What follows belongs to an exercise in optimizing a design on an open flow for small area, a short achievable clock period and few clock cycles per item; a production flow would make more cautious choices. RTL that was checked went through simulation tests only; none was proved equivalent to the original. Only the layout flow was run in run 5; the RTL was not checked for function there. Power and IR drop assume default switching activity.

File: config.mk
export PLATFORM = sky130hd
export DESIGN_NAME = SPM
export DESIGN_NICKNAME = SPM
export VERILOG_FILES = /design/flow/design.v
export SDC_FILE = /design/flow/constraint.sdc
export NUM_CORES = 4
export LEC_CHECK = 0
export CAP_MARGIN = 20
export CORE_MARGIN = 2
export CORE_UTILIZATION = 40
export SETUP_SLACK_MARGIN = 1.75
export SLEW_MARGIN = 20
export SYNTH_HIERARCHICAL = 1
export SYNTH_MINIMUM_KEEP_SIZE = 0
File: constraint.sdc
create_clock -name core_clock -period 5.0 [get_ports {clk}]
set_input_delay 1.0000 -clock core_clock [delete_from_list [all_inputs] [get_ports {clk}]]
set_output_delay 1.0000 -clock core_clock [all_outputs]
set_load 0.01 [all_outputs]
File: design.v
`timescale 1ns/1ps
module SPM (
    input wire clk,
    input wire rst,
    input wire start,
    input wire signed [7:0] a,
    input wire signed [7:0] b,
    output wire signed [15:0] prod,
    output reg done,
    output wire sign_flag
);
    reg [3:0] rl;
    reg [11:0] r0;
    reg [11:0] r1;
    reg rs;
    wire pp1 = ~(a[0] & b[0]);
    wire pp2 = ~(a[0] & b[1]);
    wire pp3 = ~(a[0] & b[2]);
    wire pp4 = ~(a[0] & b[3]);
    wire pp5 = ~(a[0] & b[4]);
    wire pp6 = ~(a[0] & b[5]);
    wire pp7 = ~(a[0] & b[6]);
    wire pp8 = a[0] & b[7];
    wire pp9 = ~(a[1] & b[0]);
    wire pp10 = ~(a[1] & b[1]);
    wire pp11 = ~(a[1] & b[2]);
    wire pp12 = ~(a[1] & b[3]);
    wire pp13 = ~(a[1] & b[4]);
    wire pp14 = ~(a[1] & b[5]);
    wire pp15 = ~(a[1] & b[6]);
    wire pp16 = a[1] & b[7];
    wire pp17 = ~(a[2] & b[0]);
    wire pp18 = ~(a[2] & b[1]);
    wire pp19 = ~(a[2] & b[2]);
    wire pp20 = ~(a[2] & b[3]);
    wire pp21 = ~(a[2] & b[4]);
    wire pp22 = ~(a[2] & b[5]);
    wire pp23 = ~(a[2] & b[6]);
    wire pp24 = a[2] & b[7];
    wire pp25 = ~(a[3] & b[0]);
    wire pp26 = ~(a[3] & b[1]);
    wire pp27 = ~(a[3] & b[2]);
    wire pp28 = ~(a[3] & b[3]);
    wire pp29 = ~(a[3] & b[4]);
    wire pp30 = ~(a[3] & b[5]);
    wire pp31 = ~(a[3] & b[6]);
    wire pp32 = a[3] & b[7];
    wire pp33 = ~(a[4] & b[0]);
    wire pp34 = ~(a[4] & b[1]);
    wire pp35 = ~(a[4] & b[2]);
    wire pp36 = ~(a[4] & b[3]);
    wire pp37 = ~(a[4] & b[4]);
    wire pp38 = ~(a[4] & b[5]);
    wire pp39 = ~(a[4] & b[6]);
    wire pp40 = a[4] & b[7];
    wire pp41 = ~(a[5] & b[0]);
    wire pp42 = ~(a[5] & b[1]);
    wire pp43 = ~(a[5] & b[2]);
    wire pp44 = ~(a[5] & b[3]);
    wire pp45 = ~(a[5] & b[4]);
    wire pp46 = ~(a[5] & b[5]);
    wire pp47 = ~(a[5] & b[6]);
    wire pp48 = a[5] & b[7];
    wire pp49 = ~(a[6] & b[0]);
    wire pp50 = ~(a[6] & b[1]);
    wire pp51 = ~(a[6] & b[2]);
    wire pp52 = ~(a[6] & b[3]);
    wire pp53 = ~(a[6] & b[4]);
    wire pp54 = ~(a[6] & b[5]);
    wire pp55 = ~(a[6] & b[6]);
    wire pp56 = a[6] & b[7];
    wire pp57 = a[7] & b[0];
    wire pp58 = a[7] & b[1];
    wire pp59 = a[7] & b[2];
    wire pp60 = a[7] & b[3];
    wire pp61 = a[7] & b[4];
    wire pp62 = a[7] & b[5];
    wire pp63 = a[7] & b[6];
    wire pp64 = ~(a[7] & b[7]);
    wire s65, c66;
    spm_fa u_s65 (.a(pp3), .b(pp10), .ci(pp17), .s(s65), .co(c66));
    wire s67, c68;
    spm_fa u_s67 (.a(pp4), .b(pp11), .ci(pp18), .s(s67), .co(c68));
    wire s69, c70;
    spm_fa u_s69 (.a(pp25), .b(c66), .ci(s67), .s(s69), .co(c70));
    wire s71, c72;
    spm_fa u_s71 (.a(pp5), .b(pp12), .ci(pp19), .s(s71), .co(c72));
    wire s73, c74;
    spm_fa u_s73 (.a(pp26), .b(pp33), .ci(c68), .s(s73), .co(c74));
    wire s75, c76;
    spm_fa u_s75 (.a(s71), .b(s73), .ci(c70), .s(s75), .co(c76));
    wire s77, c78;
    spm_fa u_s77 (.a(pp6), .b(pp13), .ci(pp20), .s(s77), .co(c78));
    wire s79, c80;
    spm_fa u_s79 (.a(pp27), .b(pp34), .ci(pp41), .s(s79), .co(c80));
    wire s81, c82;
    spm_fa u_s81 (.a(c72), .b(s77), .ci(s79), .s(s81), .co(c82));
    wire s83, c84;
    spm_fa u_s83 (.a(c74), .b(s81), .ci(c76), .s(s83), .co(c84));
    wire s85, c86;
    spm_fa u_s85 (.a(pp7), .b(pp14), .ci(pp21), .s(s85), .co(c86));
    wire s87, c88;
    spm_fa u_s87 (.a(pp28), .b(pp35), .ci(pp42), .s(s87), .co(c88));
    wire s89, c90;
    spm_fa u_s89 (.a(pp49), .b(c78), .ci(c80), .s(s89), .co(c90));
    wire s91, c92;
    spm_fa u_s91 (.a(s85), .b(s87), .ci(c82), .s(s91), .co(c92));
    wire s93, c94;
    spm_fa u_s93 (.a(s89), .b(s91), .ci(c84), .s(s93), .co(c94));
    wire s95, c96;
    spm_fa u_s95 (.a(pp15), .b(pp22), .ci(pp29), .s(s95), .co(c96));
    wire s97, c98;
    spm_fa u_s97 (.a(pp36), .b(pp43), .ci(pp50), .s(s97), .co(c98));
    wire s99, c100;
    spm_fa u_s99 (.a(pp8), .b(pp57), .ci(c86), .s(s99), .co(c100));
    wire s101, c102;
    spm_fa u_s101 (.a(c88), .b(s95), .ci(s97), .s(s101), .co(c102));
    wire s103, c104;
    spm_fa u_s103 (.a(c90), .b(s99), .ci(s101), .s(s103), .co(c104));
    wire s105, c106;
    spm_han u_s105 (.a(c92), .b(s103), .s(s105), .co(c106));
    wire s107, c108;
    spm_ha u_s107 (.a(pp23), .b(pp30), .s(s107), .co(c108));
    wire s109, c110;
    spm_fa u_s109 (.a(pp37), .b(pp44), .ci(pp51), .s(s109), .co(c110));
    wire s111, c112;
    spm_fa u_s111 (.a(pp16), .b(pp58), .ci(s107), .s(s111), .co(c112));
    wire s113, c114;
    spm_fa u_s113 (.a(c96), .b(c98), .ci(s109), .s(s113), .co(c114));
    wire s115, c116;
    spm_fa u_s115 (.a(s111), .b(c100), .ci(c102), .s(s115), .co(c116));
    wire s117, c118;
    spm_fa u_s117 (.a(s113), .b(s115), .ci(c104), .s(s117), .co(c118));
    wire s119, c120;
    spm_fa u_s119 (.a(pp31), .b(pp38), .ci(pp45), .s(s119), .co(c120));
    wire s121, c122;
    spm_fa u_s121 (.a(pp52), .b(pp24), .ci(pp59), .s(s121), .co(c122));
    wire s123, c124;
    spm_fa u_s123 (.a(c108), .b(c110), .ci(s119), .s(s123), .co(c124));
    wire s125, c126;
    spm_fa u_s125 (.a(s121), .b(c112), .ci(c114), .s(s125), .co(c126));
    wire s127, c128;
    spm_fa u_s127 (.a(s123), .b(s125), .ci(c116), .s(s127), .co(c128));
    wire s129, c130;
    spm_fa u_s129 (.a(pp39), .b(pp46), .ci(pp53), .s(s129), .co(c130));
    wire s131, c132;
    spm_fa u_s131 (.a(pp32), .b(pp60), .ci(c120), .s(s131), .co(c132));
    wire s133, c134;
    spm_fa u_s133 (.a(c122), .b(s129), .ci(s131), .s(s133), .co(c134));
    wire s135, c136;
    spm_fa u_s135 (.a(c124), .b(c126), .ci(s133), .s(s135), .co(c136));
    wire s137, c138;
    spm_fa u_s137 (.a(pp47), .b(pp54), .ci(pp40), .s(s137), .co(c138));
    wire s139, c140;
    spm_fa u_s139 (.a(pp61), .b(c130), .ci(s137), .s(s139), .co(c140));
    wire s141, c142;
    spm_fa u_s141 (.a(c132), .b(s139), .ci(c134), .s(s141), .co(c142));
    wire s143, c144;
    spm_fa u_s143 (.a(pp55), .b(pp48), .ci(pp62), .s(s143), .co(c144));
    wire s145, c146;
    spm_fa u_s145 (.a(c138), .b(s143), .ci(c140), .s(s145), .co(c146));
    wire s147, c148;
    spm_fa u_s147 (.a(pp56), .b(pp63), .ci(c144), .s(s147), .co(c148));
    wire s149, c150;
    spm_han u_s149 (.a(pp2), .b(pp9), .s(s149), .co(c150));
    wire s151, c152;
    spm_han u_s151 (.a(c150), .b(s65), .s(s151), .co(c152));
    wire s153, c154;
    spm_han u_s153 (.a(c152), .b(s69), .s(s153), .co(c154));
    always @(posedge clk or posedge rst) begin
        if (rst) begin
            done <= 1'b0;
            rl <= 4'd0;
            r0 <= 12'd0;
            r1 <= 12'd0;
            rs   <= 1'b0;
        end else begin
            done <= start;
            if (start) begin
                rl <= {~s153, ~s151, ~s149, ~pp1};
                r0 <= {1'b1, ~pp64, ~s147, ~s145, ~s141, ~c128, ~c118, ~c106, ~s105, ~s93, ~s83, ~s75};
                r1 <= {1'b0, ~c148, ~c146, ~c142, ~c136, ~s135, ~s127, ~s117, ~c94, 1'b0, 1'b0, ~c154};
                rs <= a[7] ^ b[7];
            end
        end
    end
    wire [3:0] rlt = rl;
    wire [11:0] r0t = r0;
    wire [11:0] r1t = r1;
    wire [11:0] hi = r0t + r1t;
    assign prod = {hi, rlt};
    assign sign_flag = rs;
endmodule
module spm_fa (input wire a, input wire b, input wire ci, output wire s, output wire co);
    assign s  = a ^ b ^ ci;
    assign co = (a & b) | (a & ci) | (b & ci);
endmodule
module spm_ha (input wire a, input wire b, output wire s, output wire co);
    assign s  = a ^ b;
    assign co = a & b;
endmodule
module spm_han (input wire a, input wire b, output wire s, output wire co);
    assign s  = ~(a ^ b);
    assign co = a | b;
endmodule
File: flow/run.sh
#!/bin/bash
# The standard layout (standard.sh), with the port buffers made of
# sky130_fd_sc_hd__buf_1 cells instead of the delay-cell buffers that
# buffer_ports picks by default. make's full output goes to standard.log.
set -euo pipefail
export BUFFER_PORTS_ARGS="-buffer_cell sky130_fd_sc_hd__buf_1"
bash standard.sh > standard.log 2>&1
File: standard.sh
#!/bin/bash
# synth_recipe.tcl (not shown) runs the flow's synth.tcl, then flattens the netlist and writes it again
# the make line also repeats each setting of config.mk as NAME=value (left out here)
make -C /OpenROAD-flow-scripts/flow DESIGN_CONFIG=/design/flow/config.mk WORK_HOME=/design/flow/orfs CLKGATE_MAP_FILE= SYNTH_SCRIPT=/design/flow/synth_recipe.tcl "${@:-finish}"
==> summary.md, run 1 <==
| Metric | Value |
|---|---|
| Ant. Diodes | 0 |
| TNS Setup | 0 ns |
| CTS tree | built |
| Final setup violation count | 0 |
| Met3 WL post-DR | 129 um |
| Cell taking the most area after synthesis | fa_1 |
| Layout Nets | 364 |
| Clock latency on the worst-skew pair | 0.27 ns |
| RR Startpoint | r0[2] |
| HPWL Detailed | a little over 4000 um |
| First-pass GRT wire length | 8830 um |
| Yosys top cell area share | 30.8% |
| Via count | 1846 |
| Placed Instance Area | 2810 sq um |
| Nature of the critical path endpoint | flop |
| DRT antenna net count | 0 |
| Slew margin rel. | 42.3% |
| Placer Congestion | between 0.8 and 0.9 |
| CTS buffer count | 3 |
| Number of global-route vias before repair | 1943 |
| Io pins | 37 |
| CTS clk-pin slew, worst paths | 0.09 ns |
| DIE HEIGHT | 84.7 um |
| Final Util | 46.3% |
| Largest family of logic cells by synthesized area | adder cells |
| Layout area overhead | 12.3% |
| Startpoint of the worst hold path | r0[11] |
| Final Hold Viols | 0 |
| GR Overflow Total | 0 |
| Commonest non-fill, non-tap cell in the layout | nand2_1 |
| Crit-path max FO | 8 |
| Final min period | 3.17 ns |
| Fill cell count | 617 |
| Final period utilization | 63.4% |
| Simple-Gate Fraction of Synth Area | around 14% |
| Adder-Cell Fraction of Synth Area | roughly two fifths |
| CP Class | in2reg |
| Final instance area | 2920 sq um |
| MaxCap Viol Count | 0 |
| Mux share of post-synthesis cell area | 5.10% |
| Met1 wire length | 2130 um |
| Max-slew violation count | 0 |
| Hold EP | r0[11] |
| Syn nets | 334 |
| Mapped Area | 2600 sq um |
| DIE WIDTH | 84.7 um |
| Compound-Gate Fraction of Synth Area | 6.63% |
| Place WS | 1.24 ns |
| Sequential area share after synthesis | 26.0% |
| Final WS setup | 1.83 ns |
| Post-Place Cells | 361 |
| Die area | approximately 7200 sq um |
| End of the worst register-to-register path | r0[2] |
| Library cells used by synthesis | 30 |
| Cts hold-fix bufs | 0 |
| WL/cell | 13.7 um |
| Starting DRT DRC Count | 44 |
| Top_reg_cell synth | dfrtp_1 |
| Final hold slack | between 0.4 and 0.5 ns |
| Most frequent cells in the layout | 46 x nand2_1, 32 x fa_1, 29 x inv_1, 27 x dfrtp_1, 21 x buf_1 |
| Routed WL | approximately 5000 um |
| Syn Inst Count | 259 |
| Register-to-register setup slack | ~4.2 ns |
| Syn_area_per_cell | 10.0 sq um |
| Initial antenna violation count | 0 |
| Clock Tree Root | clkbuf_8 |
| Hold Path Class | reg2reg |
| Initial core utilization | 41.2% |
| First drt pass iteration count | 4 |
| Outcome | finished clean |
| WP data required | 5.12 ns |
| Power Total | ~1.2 mW |
| Peak Freq | between 0.3 and 0.4 GHz |
| Routed vias/inst | 5.06 |
| Post-synth EDFFs | 0 |
| Worst Setup Start Kind | primary input |
| Clk sinks | 27 |
| Core area | ~6300 sq um |
| PortBufs | 36 |
| Lkg Pwr | 1.30 nW |
| DRC | 0 |
| Worst Skew | 0 ns |
| Layout cell share with drive strength beyond 1 | 13.2% |
| Yosys warnings | 7 |
| Synth Area in XOR/XNOR | 3.37% |
| R2r worst-path depth | 2 |
| Max Buffers Root-to-Sink | 2 |
| Largest net degree at the start of global routing | 40 |
| Met2 WL post-DR | 2740 um |
| Ranking of synthesized cells by area | fa_1 31%, dfrtp_1 26%, ha_1 7.7%, nand2_1 7.1%, inv_1 4.3% |
| PwrDens | 401 nW/um^2 |
| Fin cells | roughly 370 |
| Number of H-tree levels | 1 |
| RSZ-0062 raised after global routing | false |
| Post CTS Setup Buffer Count | 0 |
| Yosys reg bits | 27 |
| Arr. time, crit path | ~3.3 ns |
| Hold path depth | 1 |
| Uppermost layer routed | met4 |
| FFs w/ async S/R, synth | between 90% and 100% |
| Std cell rows | 29 |
| GRT Resource Usage Total | 15.0% |
| Measured slew at the worst slew-check pin | 0.865 ns |
| VDD IR max | 0.239 mV |
## metal layers
layer | vias to the layer above | GRT usage, %
met3 | 3 | 2.65
met5 | - | 0
met4 | 0 | 1.30
met1 | 941 | 19.5
met2 | 26 | 27.4
li1 | 876 | -
## modules after synthesis (local to each module, per instance)
module	times used	flops+latches
spm_han	4	0
SPM	1	27
spm_ha	1	0
spm_fa	40	0
## registers in the layout, summed over array words and instances, names as in the netlist
signal / count
r1: 9
done: 1
rs: 1
r0: 12
rl: 4
## report_power, final
| group | switching (mW) | total [mW] | internal, mW |
|---|---|---|---|
| sequential | 0.0423 | 0.323 | 0.281 |
| combinational | 0.406 | 0.726 | 0.320 |
| clock | 0.0648 | 0.122 | 0.0571 |
| total | 0.513 | 1.17 | 0.658 |
## logic make-up (layout without fill, tap and decap cells)
kind of cell | Yosys count | count (layout)
AOI/OAI and AO/OA | 27 | 27
xor gates and xnor gates | 10 | 10
adders and majority gates | 56 | 56
buffers and inverters | 41 | 70
DFF | 27 | 27
muxes | 13 | 13
and+or+nand+nor | 85 | 85
## synth_stat cells, types with 2 or more instances
master	number
fa_1	40
a21oi_2	2
nand3_1	4
mux2i_1	11
inv_1	30
a21oi_1	15
nor2_1	12
mux2_2	2
buf_2	2
xnor2_1	7
nand2_1	49
ha_1	16
xor2_1	3
a21o_1	2
dfrtp_1	27
and2_1	15
clkbuf_1	9
## critical path, stage by stage
cell,delay [ns]
buf_6,0.11
nand2_2,0.07
fa_2,0.38
fa_1,0.47
fa_2,0.38
fa_2,0.34
fa_1,0.48
a21oi_1,0.06
## area by class of cell
cell class	instances	area, sq um	area share [%]
Timing Repair Buffer	36	184	6.29
Tap cell	77	96.3	3.30
Clock buffer	4	45.0	1.54
Inverter	30	113	3.85
Sequential cell	27	676	23.1
Multi-Input combinational cell	191	1810	61.9
## how the worst max path moves through the flow
stage,start,endpoint,slack (ns)
after floorplan,b[3],r0[2],1.62
after global placement,a[0],r0[2],1.29
after detailed placement,a[0],r0[2],1.24
after CTS,b[3],r0[2],1.74
after global routing,r1[0],prod[14],1.76
final,b[1],r0[2],1.83
## timing repair
action,4_1_cts,5_1_grt
resized for setup,15,18
setup endpoints to repair,6,8
pin swaps,0,5
Testbench counts, summed over its fixed seeds: cycles 4,088, items 2,048.
==> run 2, diff against run 1 <==
--- a/config.mk
+++ b/config.mk
@@ -7,7 +7,7 @@
 export LEC_CHECK = 0
 export CAP_MARGIN = 20
 export CORE_MARGIN = 2
-export CORE_UTILIZATION = 40
+export CORE_UTILIZATION = 55
 export SETUP_SLACK_MARGIN = 1.75
 export SLEW_MARGIN = 20
 export SYNTH_HIERARCHICAL = 1
==> summary.md, run 2 <==
| Metric | Value |
|---|---|
| Outcome | finished clean |
| Final Util | 63.9% |
| Clock latency on the worst-skew pair | 0.27 ns |
| Clk pwr share | between 10% and 20% |
| FFs w/ async S/R, synth | 100% |
| Final hold slack | between 0.5 and 0.6 ns |
| DIE WIDTH | just over 70 um |
| Sw frac | 43.1% |
| Peak Freq | about 0.31 GHz |
| Cell taking the most area after synthesis | fa_1 |
| Hold path depth | 1 |
| Biggest register | r0 |
| Io pins | 37 |
| Starting DRT DRC Count | 85 |
| Largest net degree at the start of global routing | 40 |
| Place WS | between 1 and 1.5 ns |
| PortBufs | 36 |
| Top_reg_cell synth | dfrtp_1 |
| RSZ-0062 raised after global routing | true |
| Slew margin rel. | 42.3% |
| Ant. Diodes | 0 |
| Initial core utilization | 56.2% |
| Mapped Area | 2600 sq um |
| Flop pwr share | between 20% and 30% |
| Final WS setup | ~1.8 ns |
| Mux share of post-synthesis cell area | 5.10% |
| Arr. time, crit path | approximately 3.4 ns |
| Final setup violation count | 0 |
| Uppermost layer routed | met4 |
| Max reg flops | 12 |
| Nature of the critical path endpoint | flop |
| Clock Tree Root | clkbuf_8 |
| Combinational share of power | 62.6% |
| Crit-path max FO | 8 |
| Syn nets | 334 |
| Routed vias/inst | roughly 5.3 |
| CTS buffer count | 3 |
| Measured slew at the worst slew-check pin | 0.865 ns |
| Adder-Cell Fraction of Synth Area | 38.5% |
| Layout Nets | between 300 and 400 |
| GRT Resource Usage Total | 20.6% |
| Compound-Gate Fraction of Synth Area | 6.63% |
| Pint | 0.680 mW |
| CP Class | in2reg |
| Max Buffers Root-to-Sink | 2 |
| Synth Area in XOR/XNOR | 3.37% |
| Commonest cells post-synth | 49 x nand2_1, 40 x fa_1, 30 x inv_1 |
| Syn Inst Count | 259 |
| First drt pass iteration count | 4 |
| Register-to-register setup slack | 4.20 ns |
| Met2 WL post-DR | ~2800 um |
| Sw Pwr | 0.515 mW |
| Layout cell share with drive strength beyond 1 | around 15% |
| Hold Path Class | reg2reg |
| Largest family of logic cells by synthesized area | adder cells |
| Yosys top cell area share | 30.8% |
| Routed WL | 4890 um |
| Met1 wire length | 1950 um |
| Worst Setup Start Kind | primary input |
| Cts hold-fix bufs | 0 |
| Commonest non-fill, non-tap cell in the layout | nand2_1 |
| DIE HEIGHT | 72.8 um |
| DRC | 0 |
| First-pass GRT wire length | 8310 um |
| Placer Congestion | 0.840 |
| Clk sinks | 27 |
| TNS Setup | 0 ns |
| Core area | 4630 sq um |
| WL/cell | 14.2 um |
| Met3 WL post-DR | 113 um |
| Yosys warnings | 7 |
| DRT antenna net count | 0 |
| Number of H-tree levels | 1 |
| Library cells used by synthesis | 30 |
| MaxCap Viol Count | 0 |
| CTS tree | built |
| Syn_area_per_cell | about 10 sq um |
| Via count | about 1.8k |
| Die area | between 5000 and 6000 sq um |
| Final Hold Viols | 0 |
| Number of global-route vias before repair | between 1.5k and 2k |
| Largest regs | r0: 12 flops, r1: 9 flops, rl: 4 flops |
| Most frequent cells in the layout | 46 x nand2_1, 32 x fa_1, 29 x inv_1, 27 x dfrtp_1, 19 x buf_1 |
| GR Overflow Total | 0 |
| R2r worst-path depth | 2 |
| Post-synth EDFFs | 0 |
| VDD IR max | about 0.32 mV |
| CTS clk-pin slew, worst paths | ~0.09 ns |
| Lkg Pwr | 1.33 nW |
| PwrDens | 404 nW/um^2 |
| Final period utilization | around 64% |
| Final min period | roughly 3.2 ns |
| HPWL Detailed | 3990 um |
| Max-slew violation count | 0 |
| Worst Skew | 0 ns |
| Initial antenna violation count | 0 |
| Power Total | between 1 and 1.5 mW |
| Simple-Gate Fraction of Synth Area | around 14% |
| Yosys reg bits | 27 |
| Layout area overhead | 13.7% |
| Top-count cell post-synth | nand2_1 |
| WP data required | 5.13 ns |
| Sequential area share after synthesis | 26.0% |
| Std cell rows | 25 |
| Ranking of synthesized cells by area | fa_1 31%, dfrtp_1 26%, ha_1 7.7%, nand2_1 7.1%, inv_1 4.3% |
## run 2: cell count changes in the layout (fill, tap and decap cells not counted), sizes merged
| cell | before | now |
|---|---|---|
| buf | 34 | 33 |
| clkbuf | 6 | 9 |
| clkinv | 0 | 2 |
| inv | 30 | 29 |
## run 2: stage by stage
stage               std cells  area, sq um
floorplan                 259         2670
global placement          338         2780
detailed placement        338         2780
CTS                       342         2850
global route              345         2960
finish                    345         2960
## run 2: worst paths after layout
path	start	endpoint
min in group asynchronous	rst	r0[0]
max in group asynchronous	rst	r1[6]
worst min-delay path	r0[11]	r0[11]
worst max-delay path	b[1]	r0[2]
worst min register to register	r0[11]	r0[11]
worst max register to register	r0[2]	r0[2]
## run 2: critical path: stages
cell     delay [ns]
buf_8          0.10
nand2_2        0.06
fa_2           0.38
fa_1           0.48
fa_2           0.39
fa_2           0.37
fa_1           0.50
a21oi_1        0.06
## run 2: area by class of cell
class                   count  area (sq um)
inverters                  30           113
clock buffers               3          41.3
flip-flops and latches     27           676
repair buffers             39           244
fillers                   409          1670
well taps                  54          67.6
clock inverters             1          5.00
multi-input cells         191          1810
## run 2: power groups by stage
stage                     Clock (mW)  Combinational, mW  Sequential, mW
after CTS                      0.126              0.723           0.329
final                          0.121              0.748           0.327
after global routing           0.136              0.855           0.335
after floorplan                    0              0.541           0.320
after global placement             0              0.711           0.329
after detailed placement           0              0.719           0.333
## run 2: logic make-up (layout without fill, tap and decap cells)
kind of cell	after synthesis	in the layout
and+or+nand+nor	85	85
muxes	13	13
adders and majority gates	56	56
xor gates and xnor gates	10	10
AOI/OAI and AO/OA	27	27
DFF	27	27
buffers and inverters	41	73
## run 2: timing repair
item                                    CTS  global route
endpoints found under the setup margin    6            12
buffers inserted                          0             2
pin swaps                                 0             8
resized for setup                        12            29
## run 2: layer usage
metal	GRT usage [%]	up-vias
met5	0	-
met4	3.50	0
met3	3.31	7
met2	37.2	22
met1	26.7	916
li1	-	878
## run 2: Yosys stat by module, one instance, submodules excluded
module,cell area (sq um),flops+latches,times used
SPM,1680,27,1
spm_han,27.5,0,4
spm_fa,20.0,0,40
spm_ha,12.5,0,1
==> run 3, diff against run 2 <==
--- a/config.mk
+++ b/config.mk
@@ -7,7 +7,9 @@
 export LEC_CHECK = 0
 export CAP_MARGIN = 20
 export CORE_MARGIN = 2
-export CORE_UTILIZATION = 55
+export CORE_UTILIZATION = 40
+export CTS_CLUSTER_DIAMETER = 100
+export CTS_CLUSTER_SIZE = 30
 export SETUP_SLACK_MARGIN = 1.75
 export SLEW_MARGIN = 20
 export SYNTH_HIERARCHICAL = 1
==> summary.md, run 3 <==
| Metric | Value |
|---|---|
| Cell taking the most area after synthesis | fa_1 |
| Nature of the critical path endpoint | flop |
| Number of global-route vias before repair | around 1.9k |
| Crit-path max FO | 8 |
| Biggest register | r0 |
| Met2 WL post-DR | 2740 um |
| Final Hold Viols | 0 |
| Synth Area in XOR/XNOR | approximately 3.4% |
| Max Buffers Root-to-Sink | 2 |
| R2r worst-path depth | 2 |
| Final setup violation count | 0 |
| HPWL Detailed | 4060 um |
| Initial antenna violation count | 0 |
| Most frequent cells in the layout | 46 x nand2_1, 32 x fa_1, 29 x inv_1, 27 x dfrtp_1, 21 x buf_1 |
| Uppermost layer routed | met4 |
| Commonest non-fill, non-tap cell in the layout | nand2_1 |
| Clk sinks | 27 |
| Final period utilization | 63.4% |
| Number of H-tree levels | 1 |
| Measured slew at the worst slew-check pin | 0.865 ns |
| Mux share of post-synthesis cell area | 5.10% |
| Simple-Gate Fraction of Synth Area | 14.5% |
| Met3 WL post-DR | about 130 um |
| RSZ-0062 raised after global routing | false |
| Worst Skew | 0 ns |
| First-pass GRT wire length | 8830 um |
| Largest net degree at the start of global routing | 40 |
| Final Util | 46.3% |
| End of the worst register-to-register path | r0[2] |
| Clock latency on the worst-skew pair | 0.27 ns |
| Mapped Area | between 2000 and 3000 sq um |
| Core area | 6310 sq um |
| Layout Nets | 364 |
| Yosys warnings | 7 |
| CTS tree | built |
| Layout cell share with drive strength beyond 1 | 13.2% |
| Compound-Gate Fraction of Synth Area | 6.63% |
| DIE WIDTH | 84.7 um |
| RR Startpoint | r0[2] |
| Io pins | 37 |
| Met1 wire length | 2130 um |
| Starting DRT DRC Count | 44 |
| Top_reg_cell synth | dfrtp_1 |
| DRC | 0 |
| Max reg flops | 12 |
| Post CTS Setup Buffer Count | 0 |
| Worst Setup Start Kind | primary input |
| Largest regs | r0: 12 flops, r1: 9 flops, rl: 4 flops |
| FFs w/ async S/R, synth | 100% |
| First drt pass iteration count | 4 |
| Top-count cell post-synth | nand2_1 |
| CTS buffer count | 3 |
| Arr. time, crit path | about 3.3 ns |
| Hold Path Class | reg2reg |
| Slew margin rel. | between 40% and 50% |
| GRT Resource Usage Total | 15.0% |
| WP data required | around 5.1 ns |
| Routed WL | about 5000 um |
| Commonest cells post-synth | 49 x nand2_1, 40 x fa_1, 30 x inv_1 |
| WL/cell | 13.7 um |
| PwrDens | 401 nW/um^2 |
| Sequential area share after synthesis | ~26% |
| GR Overflow Total | 0 |
| Ant. Diodes | 0 |
| Clock Tree Root | clkbuf_8 |
| Register-to-register setup slack | 4.21 ns |
| Hold EP | r0[11] |
| CP Class | in2reg |
| Hold path depth | 1 |
| Max-slew violation count | 0 |
| CTS clk-pin slew, worst paths | around 0.090 ns |
| MaxCap Viol Count | 0 |
| Lkg Pwr | approximately 1.3 nW |
| Initial core utilization | 41.2% |
| Peak Freq | 0.316 GHz |
| Final hold slack | just under 0.5 ns |
| Final WS setup | roughly 1.8 ns |
| Layout area overhead | 12.3% |
| Syn nets | 334 |
| Adder-Cell Fraction of Synth Area | a little under 40% |
| Placer Congestion | ~0.8 |
| Yosys reg bits | 27 |
| Startpoint of the worst hold path | r0[11] |
| Yosys top cell area share | between 30% and 40% |
| PortBufs | 36 |
| Routed vias/inst | 5.06 |
| Final min period | 3.17 ns |
| DIE HEIGHT | 84.7 um |
| Syn_area_per_cell | 10.0 sq um |
| Syn Inst Count | around 260 |
| TNS Setup | 0 ns |
| DRT antenna net count | 0 |
| Post-synth EDFFs | 0 |
| Largest family of logic cells by synthesized area | adder cells |
| Via count | 1846 |
| Outcome | finished clean |
| VDD IR max | 0.239 mV |
| Library cells used by synthesis | 30 |
| Die area | approximately 7200 sq um |
| Ranking of synthesized cells by area | fa_1 31%, dfrtp_1 26%, ha_1 7.7%, nand2_1 7.1%, inv_1 4.3% |
| Place WS | 1.24 ns |
| Cts hold-fix bufs | 0 |
| Std cell rows | 29 |
==> run 3: cell counts after synthesis <==
Identical to the previous run, type by type.
==> run 3: worst max path at each step <==
stage / start / endpoint / slack, ns
after floorplan: b[3] / r0[2] / 1.62
after global placement: a[0] / r0[2] / 1.29
after detailed placement: a[0] / r0[2] / 1.24
after CTS: b[3] / r0[2] / 1.74
after global routing: r1[0] / prod[14] / 1.76
final: b[1] / r0[2] / 1.83
==> run 3: kinds of logic after synthesis <==
group                    count (synthesis)
flip-flops                              27
AND/OR/NAND/NOR                         85
multiplexers                            13
adder cells (fa/ha/maj)                 56
XOR/XNOR                                10
buffers and inverters                   41
AO/OA/AOI/OAI                           27
==> run 3: per-layer routing <==
metal	up-vias	track usage, %
met3	3	2.65
met2	26	27.4
met4	0	1.30
met1	941	19.5
met5	-	0
li1	876	-
==> run 3: through the flow <==
stage | cell area, sq um | power, mW | instances
after CTS | 2880 | 1.19 | 365
final | 2920 | 1.17 | 365
after detailed placement | 2810 | 1.06 | 361
after global routing | 2920 | 1.29 | 365
after floorplan | 2670 | 0.861 | 259
after global placement | 2810 | 1.05 | 361
==> run 3: final cells by class <==
class                   instances  area, sq um
fillers                       617         3390
flip-flops and latches         27          676
clock buffers                   4         45.0
repair buffers                 36          184
multi-input cells             191         1810
inverters                      30          113
well taps                      77         96.3
==> run 3: modules after synthesis (local to each module, per instance) <==
module / flip-flops and latches / area (sq um)
SPM: 27 / 1680
spm_fa: 0 / 20.0
spm_ha: 0 / 12.5
spm_han: 0 / 27.5
==> run 3: power breakdown <==
part | total [mW] | leakage (nW) | switching [mW] | internal, mW
Clock | 0.122 | 0.0228 | 0.0648 | 0.0571
Sequential | 0.323 | 0.314 | 0.0423 | 0.281
Combinational | 0.726 | 0.962 | 0.406 | 0.320
==> run 3: worst max-delay path, cell delays in order <==
cell and delay [ns]:
buf_6 0.11, nand2_2 0.07, fa_2 0.38, fa_1 0.47, fa_2 0.38, fa_2 0.34
fa_1 0.48, a21oi_1 0.06
==> run 3: timing repair <==
item | 4_1_cts | 5_1_grt
pin swaps | 0 | 5
hold endpoints to repair | 0 | 0
setup endpoints to repair | 6 | 8
resized for setup | 15 | 18
==> run 4, diff against run 3 <==
==> flow/run.sh (replaced) <==
#!/bin/bash
# The standard layout (standard.sh), with the port buffers made of
# sky130_fd_sc_hd__buf_2 cells instead of the delay-cell buffers that
# buffer_ports picks by default. make's full output goes to standard.log.
set -euo pipefail
export BUFFER_PORTS_ARGS="-buffer_cell sky130_fd_sc_hd__buf_2"
bash standard.sh > standard.log 2>&1
--- a/config.mk
+++ b/config.mk
@@ -8,9 +8,7 @@
 export CAP_MARGIN = 20
 export CORE_MARGIN = 2
 export CORE_UTILIZATION = 40
-export CTS_CLUSTER_DIAMETER = 100
-export CTS_CLUSTER_SIZE = 30
-export SETUP_SLACK_MARGIN = 1.75
+export SETUP_SLACK_MARGIN = 1.6
 export SLEW_MARGIN = 20
 export SYNTH_HIERARCHICAL = 1
 export SYNTH_MINIMUM_KEEP_SIZE = 0
==> summary.md, run 4 <==
| Metric | Value |
|---|---|
| VDD IR max | 0.207 mV |
| Std cell rows | 29 |
| Via count | 1847 |
| Ranking of synthesized cells by area | fa_1 31%, dfrtp_1 26%, ha_1 7.7%, nand2_1 7.1%, inv_1 4.3% |
| Routed vias/inst | 5.06 |
| Top_reg_cell synth | dfrtp_1 |
| Commonest cells post-synth | 49 x nand2_1, 40 x fa_1, 30 x inv_1 |
| PwrDens | ~400 nW/um^2 |
| MaxCap Viol Count | 0 |
| Most frequent cells in the layout | 49 x nand2_1, 36 x fa_1, 36 x buf_2, 29 x inv_1, 27 x dfrtp_1 |
| Final period utilization | 65.7% |
| Mapped Area | ~2600 sq um |
| Critical Path, Cell by Cell | buf_2 > nand2_1 > fa_2 > fa_1 > fa_2 > fa_2 > fa_1 > a21oi_1 |
| CTS clk-pin slew, worst paths | 0.09 ns |
| DRC | 0 |
| Cts hold-fix bufs | 0 |
| Final WS setup | 1.71 ns |
| Measured slew at the worst slew-check pin | just under 0.8 ns |
| Register-to-register setup slack | 4.21 ns |
| Slowest-stage cell, CP | fa_1 |
| Layout area overhead | 11.1% |
| Hold Path Class | reg2reg |
| DIE HEIGHT | 84.7 um |
| Syn Inst Count | approximately 260 |
| Layout Nets | 364 |
| Max incr delay on CP | 0.49 ns |
| Post-cts gate resize count | 0 |
| Place WS | ~1.4 ns |
| Placed Instance Area | 2850 sq um |
| Post CTS Setup Buffer Count | 0 |
| CP Class | in2reg |
| Die area | between 7000 and 8000 sq um |
| CTS buffer count | 3 |
| Post-synth EDFFs | 0 |
| Outcome | finished clean |
| PortBufs | 36 |
| Nature of the critical path endpoint | flop |
| Final instance area | 2890 sq um |
| Io pins | 37 |
| Starting DRT DRC Count | 40 |
| Max-slew violation count | 0 |
| Syn nets | 334 |
| Most used cell, CP | fa_2 |
| Largest net degree at the start of global routing | 40 |
| Arr. time, crit path | about 3.4 ns |
| Layout cell share with drive strength beyond 1 | 17.7% |
| Number of H-tree levels | 1 |
| Crit-path max FO | 8 |
| Cell taking the most area after synthesis | fa_1 |
| Max reg flops | 12 |
| Commonest non-fill, non-tap cell in the layout | nand2_1 |
| TNS Setup | 0 ns |
| Routed WL | about 5000 um |
| Top-count cell post-synth | nand2_1 |
| RSZ-0062 raised after global routing | false |
| Library cells used by synthesis | 30 |
| Yosys reg bits | 27 |
| Worst Setup Start Kind | primary input |
| Final Hold Viols | 0 |
| Syn_area_per_cell | 10.0 sq um |
| Clock latency on the worst-skew pair | 0.27 ns |
| CTS tree | built |
| DRT antenna net count | 0 |
| Max Buffers Root-to-Sink | 2 |
| Final hold slack | 0.505 ns |
| Sequential area share after synthesis | 26.0% |
| Largest regs | r0: 12 flops, r1: 9 flops, rl: 4 flops |
| Peak Freq | slightly above 0.3 GHz |
| GRT Resource Usage Total | 15.3% |
| First drt pass iteration count | 4 |
| Initial antenna violation count | 0 |
| WL/cell | 14.0 um |
| Clock Tree Root | clkbuf_8 |
| FFs w/ async S/R, synth | 100% |
| Final Util | roughly 46% |
| Ant. Diodes | 0 |
| Yosys top cell area share | 30.8% |
| Final min period | 3.29 ns |
| Number of global-route vias before repair | 1979 |
| Initial core utilization | 41.2% |
| Lkg Pwr | 1.34 nW |
| HPWL Detailed | a little over 4000 um |
| GR Overflow Total | 0 |
| Core area | around 6300 sq um |
| WP data required | 5.13 ns |
| Final setup violation count | 0 |
| Clk sinks | 27 |
| Worst Skew | 0 ns |
| Yosys warnings | 7 |
| DIE WIDTH | roughly 85 um |
| Biggest register | r0 |
| Slew margin rel. | 48.2% |
| Placer Congestion | 0.813 |
| First-pass GRT wire length | 8850 um |
| Fill cell count | about 630 |
run 4: cell counts after synthesis:
No cell type changed its count.
run 4: where the power goes:
part	internal [mW]	switching, mW
Sequential	0.281	0.0452
Clock	0.0572	0.0671
Combinational	0.341	0.394
Total	0.679	0.506
run 4: worst max-delay path, delay by kind of cell:
kind,cells,cell delay (ns)
adder cells (fa/ha/maj),5,2.06
buffers and inverters,1,0.18
AND/OR/NAND/NOR,1,0.11
AO/OA/AOI/OAI,1,0.06
run 4: kinds of logic (layout without fill, tap and decap cells):
| group | count (synthesis) | count (layout) | share of synthesized area, % |
|---|---|---|---|
| AOI/OAI and AO/OA | 27 | 27 | 6.63 |
| xor gates and xnor gates | 10 | 10 | 3.37 |
| adders and majority gates | 56 | 56 | 38.5 |
| buffers and inverters | 41 | 70 | 6.01 |
| DFF | 27 | 27 | 26.0 |
| muxes | 13 | 13 | 5.10 |
| and+or+nand+nor | 85 | 85 | 14.5 |
run 4: per-layer routing:
metal | GRT usage (%) | part of all wire (%) | vias up
met5 | 0 | 0 | -
met4 | 1.73 | 0.41 | 0
met3 | 2.65 | 3.7 | 5
met2 | 28.8 | 54 | 36
met1 | 18.9 | 41 | 930
li1 | - | - | 876
run 4: modules after synthesis (local to each module, per instance):
module / copies in the design / cells inside
SPM: 1 / 198
spm_fa: 40 / 1
spm_ha: 1 / 1
spm_han: 4 / 5
run 4: layout make-up:
type	instances	area, sq um	area share (%)
Multi-Input combinational cell	191	1780	61.6
Sequential cell	27	676	23.4
Timing Repair Buffer	36	180	6.23
Inverter	30	113	3.90
Tap cell	77	96.3	3.33
Clock buffer	4	45.0	1.56
run 4: worst paths after layout:
check                       start      to  cells past startpoint
max in group asynchronous     rst   r1[6]                      2
min                        r0[11]  r0[11]                      1
min in group asynchronous     rst    done                      2
min reg2reg                r0[11]  r0[11]                      1
max reg2reg                 r0[2]   r0[2]                      2
max                          a[0]   r0[2]                      8
run 4: through the flow:
stage          cells  total power [mW]
6_report         365              1.19
5_1_grt          365              1.31
4_1_cts          365              1.22
3_5_place_dp     361              1.09
3_3_place_gp     361              1.07
2_1_floorplan    259             0.858
==> run 5, diff against run 4 <==
--- a/design.v
+++ b/design.v
@@ -9,9 +9,9 @@
     output reg done,
     output wire sign_flag
 );
-    reg [3:0] rl;
-    reg [11:0] r0;
-    reg [11:0] r1;
+    reg [5:0] rl;
+    reg [9:0] r0;
+    reg [9:0] r1;
     reg rs;
     wire pp1 = ~(a[0] & b[0]);
     wire pp2 = ~(a[0] & b[1]);
@@ -167,27 +167,31 @@
     spm_han u_s151 (.a(c150), .b(s65), .s(s151), .co(c152));
     wire s153, c154;
     spm_han u_s153 (.a(c152), .b(s69), .s(s153), .co(c154));
+    wire s155, c156;
+    spm_han u_s155 (.a(c154), .b(s75), .s(s155), .co(c156));
+    wire s157, c158;
+    spm_han u_s157 (.a(c156), .b(s83), .s(s157), .co(c158));
     always @(posedge clk or posedge rst) begin
         if (rst) begin
             done <= 1'b0;
-            rl <= 4'd0;
-            r0 <= 12'd0;
-            r1 <= 12'd0;
+            rl <= 6'd0;
+            r0 <= 10'd0;
+            r1 <= 10'd0;
             rs   <= 1'b0;
         end else begin
             done <= start;
             if (start) begin
-                rl <= {~s153, ~s151, ~s149, ~pp1};
-                r0 <= {1'b1, ~pp64, ~s147, ~s145, ~s141, ~c128, ~c118, ~c106, ~s105, ~s93, ~s83, ~s75};
-                r1 <= {1'b0, ~c148, ~c146, ~c142, ~c136, ~s135, ~s127, ~s117, ~c94, 1'b0, 1'b0, ~c154};
+                rl <= {~s157, ~s155, ~s153, ~s151, ~s149, ~pp1};
+                r0 <= {1'b1, ~pp64, ~s147, ~s145, ~s141, ~c128, ~c118, ~c106, ~s105, ~s93};
+                r1 <= {1'b0, ~c148, ~c146, ~c142, ~c136, ~s135, ~s127, ~s117, ~c94, ~c158};
                 rs <= a[7] ^ b[7];
             end
         end
     end
-    wire [3:0] rlt = rl;
-    wire [11:0] r0t = r0;
-    wire [11:0] r1t = r1;
-    wire [11:0] hi = r0t + r1t;
+    wire [5:0] rlt = rl;
+    wire [9:0] r0t = r0;
+    wire [9:0] r1t = r1;
+    wire [9:0] hi = r0t + r1t;
     assign prod = {hi, rlt};
     assign sign_flag = rs;
 endmodule
==> flow/run.sh (replaced) <==
#!/bin/bash
# The standard layout (standard.sh), with the port buffers made of
# sky130_fd_sc_hd__buf_1 cells instead of the delay-cell buffers that
# buffer_ports picks by default. make's full output goes to standard.log.
set -euo pipefail
export BUFFER_PORTS_ARGS="-buffer_cell sky130_fd_sc_hd__buf_1"
bash standard.sh > standard.log 2>&1
--- a/config.mk
+++ b/config.mk
@@ -8,7 +8,7 @@
 export CAP_MARGIN = 20
 export CORE_MARGIN = 2
 export CORE_UTILIZATION = 40
-export SETUP_SLACK_MARGIN = 1.6
+export SETUP_SLACK_MARGIN = 1.75
 export SLEW_MARGIN = 20
 export SYNTH_HIERARCHICAL = 1
 export SYNTH_MINIMUM_KEEP_SIZE = 0
==> summary.md, run 5 <==
| Metric | Value |
|---|---|
| Outcome | finished clean |
| First drt pass iteration count | 4 |
| Layout cell share with drive strength beyond 1 | 11.6% |
| CTS clk-pin slew, worst paths | 0.09 ns |
| Cell taking the most area after synthesis | fa_1 |
| Top_reg_cell synth | dfrtp_1 |
| Startpoint of the worst hold path | r0[9] |
| DRT antenna net count | 0 |
| DIE HEIGHT | 85.3 um |
| Number of H-tree levels | 1 |
| Syn Inst Count | ~270 |
| Fin cells | around 380 |
| Placer Congestion | ~0.8 |
| Clock Tree Root | clkbuf_8 |
| Largest net degree at the start of global routing | 41 |
| Layout area overhead | 12.1% |
| PortBufs | 36 |
| Routed vias/inst | around 4.9 |
| WP data required | 5.12 ns |
| GR Overflow Total | 0 |
| WL/cell | 12.9 um |
| Number of global-route vias before repair | approximately 1.9k |
| CP Class | in2reg |
| Routed WL | 4890 um |
| Place WS | 1.27 ns |
| Hold Path Class | reg2reg |
| RSZ-0062 raised after global routing | true |
| VDD IR max | 0.206 mV |
| FFs w/ async S/R, synth | 100% |
| Max incr delay on CP | roughly 0.52 ns |
| R2r worst-path depth | 1 |
| DRC | 0 |
| First-pass GRT wire length | 8540 um |
| Io pins | 37 |
| Nature of the critical path endpoint | flop |
| Layout Nets | 380 |
| Biggest register | r0 |
| Top-count cell post-synth | nand2_1 |
| Ant. Diodes | 0 |
| GRT Resource Usage Total | 14.5% |
| Crit-path max FO | 8 |
| Core area | between 6000 and 7000 sq um |
| Ranking of synthesized cells by area | fa_1 31%, dfrtp_1 26%, ha_1 8.0%, nand2_1 7.1%, inv_1 6.0% |
| Most used cell, CP | fa_2 |
| Slowest-stage cell, CP | fa_2 |
| Buffers & Inverters on Critical Path | 3 |
| Clk sinks | 27 |
| Kind of cell adding the most delay to the critical path | adder cells |
| Most frequent cells in the layout | 47 x nand2_1, 41 x inv_1, 33 x fa_1, 27 x dfrtp_1, 21 x buf_1 |
| Final min period | 3.18 ns |
| CTS tree | built |
| Yosys reg bits | 27 |
| Placed Instance Area | roughly 2900 sq um |
| Max Buffers Root-to-Sink | 2 |
| Library cells used by synthesis | 23 |
| Final WS setup | 1.82 ns |
| Syn nets | 350 |
| Final period utilization | 63.7% |
| Final Util | 46.4% |
| End of the worst register-to-register path | r0[9] |
| Syn_area_per_cell | 9.68 sq um |
| Final setup violation count | 0 |
| Std cell rows | 29 |
| Commonest cells post-synth | 50 x nand2_1, 42 x inv_1, 41 x fa_1 |
| Max-slew violation count | 0 |
| Initial core utilization | 41.4% |
| Worst Setup Start Kind | primary input |
| Register-to-register setup slack | 4.22 ns |
| Post CTS Setup Buffer Count | 0 |
| Post-Place Cells | about 380 |
| Sequential area share after synthesis | between 20% and 30% |
| Mapped Area | 2640 sq um |
| Final Hold Viols | 0 |
| Clock latency on the worst-skew pair | 0.27 ns |
| DIE WIDTH | 85.3 um |
| Arr. time, crit path | ~3.3 ns |
| PwrDens | between 300 and 400 nW/um^2 |
| Die area | 7270 sq um |
| Worst path depth | 10 |
| Hold path depth | 1 |
| Via count | 1855 |
| Yosys warnings | 7 |
| Worst Skew | 0 ns |
| Commonest non-fill, non-tap cell in the layout | nand2_1 |
| MaxCap Viol Count | 0 |
| Lkg Pwr | roughly 1.4 nW |
| Post-synth EDFFs | 0 |
| Hold EP | r0[9] |
| Peak Freq | 0.314 GHz |
| Yosys top cell area share | between 30% and 40% |
| TNS Setup | 0 ns |
| HPWL Detailed | approximately 4000 um |
| Slew margin rel. | 42.4% |
| CTS buffer count | 3 |
| RR Startpoint | r0[9] |
| Starting DRT DRC Count | 57 |
| Largest regs | r0: 10 flops, r1: 9 flops, rl: 6 flops |
| Critical Path, Cell by Cell | buf_6 > nand2_4 > fa_2 > fa_1 > fa_2 > fa_2 > inv_1 > ha_1 > inv_1 > a21oi_1 |
| Final instance area | 2960 sq um |
| Measured slew at the worst slew-check pin | 0.864 ns |
| Initial antenna violation count | 0 |
| Max reg flops | 10 |
run 5: cell count changes in the layout (fill, tap and decap cells not counted), sizes merged, moves of 2 or more:
cell / previous run / this run
nor3: 2 / 0
nor2: 12 / 16
xor2: 3 / 1
nand3: 4 / 6
inv: 30 / 42
run 5: final cells by class:
class | instances | area (sq um)
clock buffers | 4 | 45.0
fillers | 624 | 3420
inverters | 42 | 158
multi-input cells | 193 | 1800
flip-flops and latches | 27 | 676
well taps | 77 | 96.3
repair buffers | 36 | 184
run 5: kinds of logic (layout without fill, tap and decap cells):
logic type	count (synthesis)	in the layout	share of synthesized area, %
AO/OA/AOI/OAI	26	26	5.92
XOR/XNOR	8	8	2.65
adder cells (fa/ha/maj)	58	58	39.1
buffers and inverters	53	82	7.58
flip-flops	27	27	25.6
multiplexers	12	12	4.64
AND/OR/NAND/NOR	89	89	14.5
run 5: how the worst max path moves through the flow:
stage               slack [ns]  from    end
finish                    1.82  b[1]  rl[5]
global placement          1.31  a[0]  rl[5]
CTS                       1.74  a[2]  rl[5]
detailed placement        1.27  b[1]  rl[5]
global route              1.74  a[1]  rl[5]
floorplan                 1.60  b[1]  rl[5]
run 5: per-module statistics from Yosys, one instance, submodules excluded:
module   flip-flops and latches  cells  cell area [sq um]
spm_ha                        0      1               12.5
spm_fa                        0      1               20.0
spm_han                       0      5               27.5
SPM                          27    202               1660
run 5: report_power, final:
part	total [mW]	internal (mW)	leakage, nW	switching, mW
combinational	0.708	0.310	1.02	0.398
sequential	0.318	0.280	0.313	0.0380
clock	0.122	0.0571	0.0228	0.0645
run 5: metrics by stage:
stage | total power [mW] | hold slack (ns)
after floorplan | 0.850 | 0.459
after global placement | 1.03 | 0.474
after detailed placement | 1.04 | 0.480
after CTS | 1.17 | 0.502
after global routing | 1.27 | 0.506
final | 1.15 | 0.501
run 5: metal layers:
metal / global-route usage (%) / up-vias / wire length [um]
li1: - / 899 / -
met1: 19.0 / 904 / 2030
met2: 24.9 / 45 / 2590
met3: 3.50 / 7 / 234
met4: 2.16 / 0 / 42
met5: 0 / - / 0
run 5: timing repair:
item,4_1_cts,5_1_grt
pin swaps,0,4
hold buffers,0,0
setup endpoints to repair,8,4
resized for setup,15,16

[port drivers added, routing unchanged]
In the flow no input, the clock included, has a driving cell. The finished layouts below were timed again as built, in two steps. Step 1 (the two cells are an assumption about what drives the block):
set clk [get_ports {clk}]
set_driving_cell -lib_cell sky130_fd_sc_hd__clkbuf_16 $clk
set_driving_cell -lib_cell sky130_fd_sc_hd__buf_2 [delete_from_list [all_inputs] $clk]
Step 2 adds t to the input delays and takes it off the output delays; t is the mean of the earliest and latest rising clock arrival at the registers after step 1. Input paths then give back, and output paths get back, about the clock's delay inside the block. a / b / c = no drivers / after step 1 / after step 2; a / b = the first two.
run | t (ns) | slack for setup (ns) | hold WS [ns]
run 1 | 0.293 | 1.831 / 1.816 / 1.522 | 0.497 / 0.497 / 0.497
run 2 | 0.291 | 1.781 / 1.738 / 1.447 | 0.501 / 0.501 / 0.501
run 3 | 0.293 | 1.831 / 1.816 / 1.522 | 0.497 / 0.497 / 0.497
run 4 | 0.296 | 1.715 / 1.719 / 1.423 | 0.505 / 0.505 / 0.505
run 5 | 0.293 | 1.816 / 1.801 / 1.507 | 0.501 / 0.501 / 0.501
After both steps setup and hold are still met in every run listed. The setup slack of run 2, which loses most, moves by -0.043 ns with the drivers and by -0.334 ns with both steps.
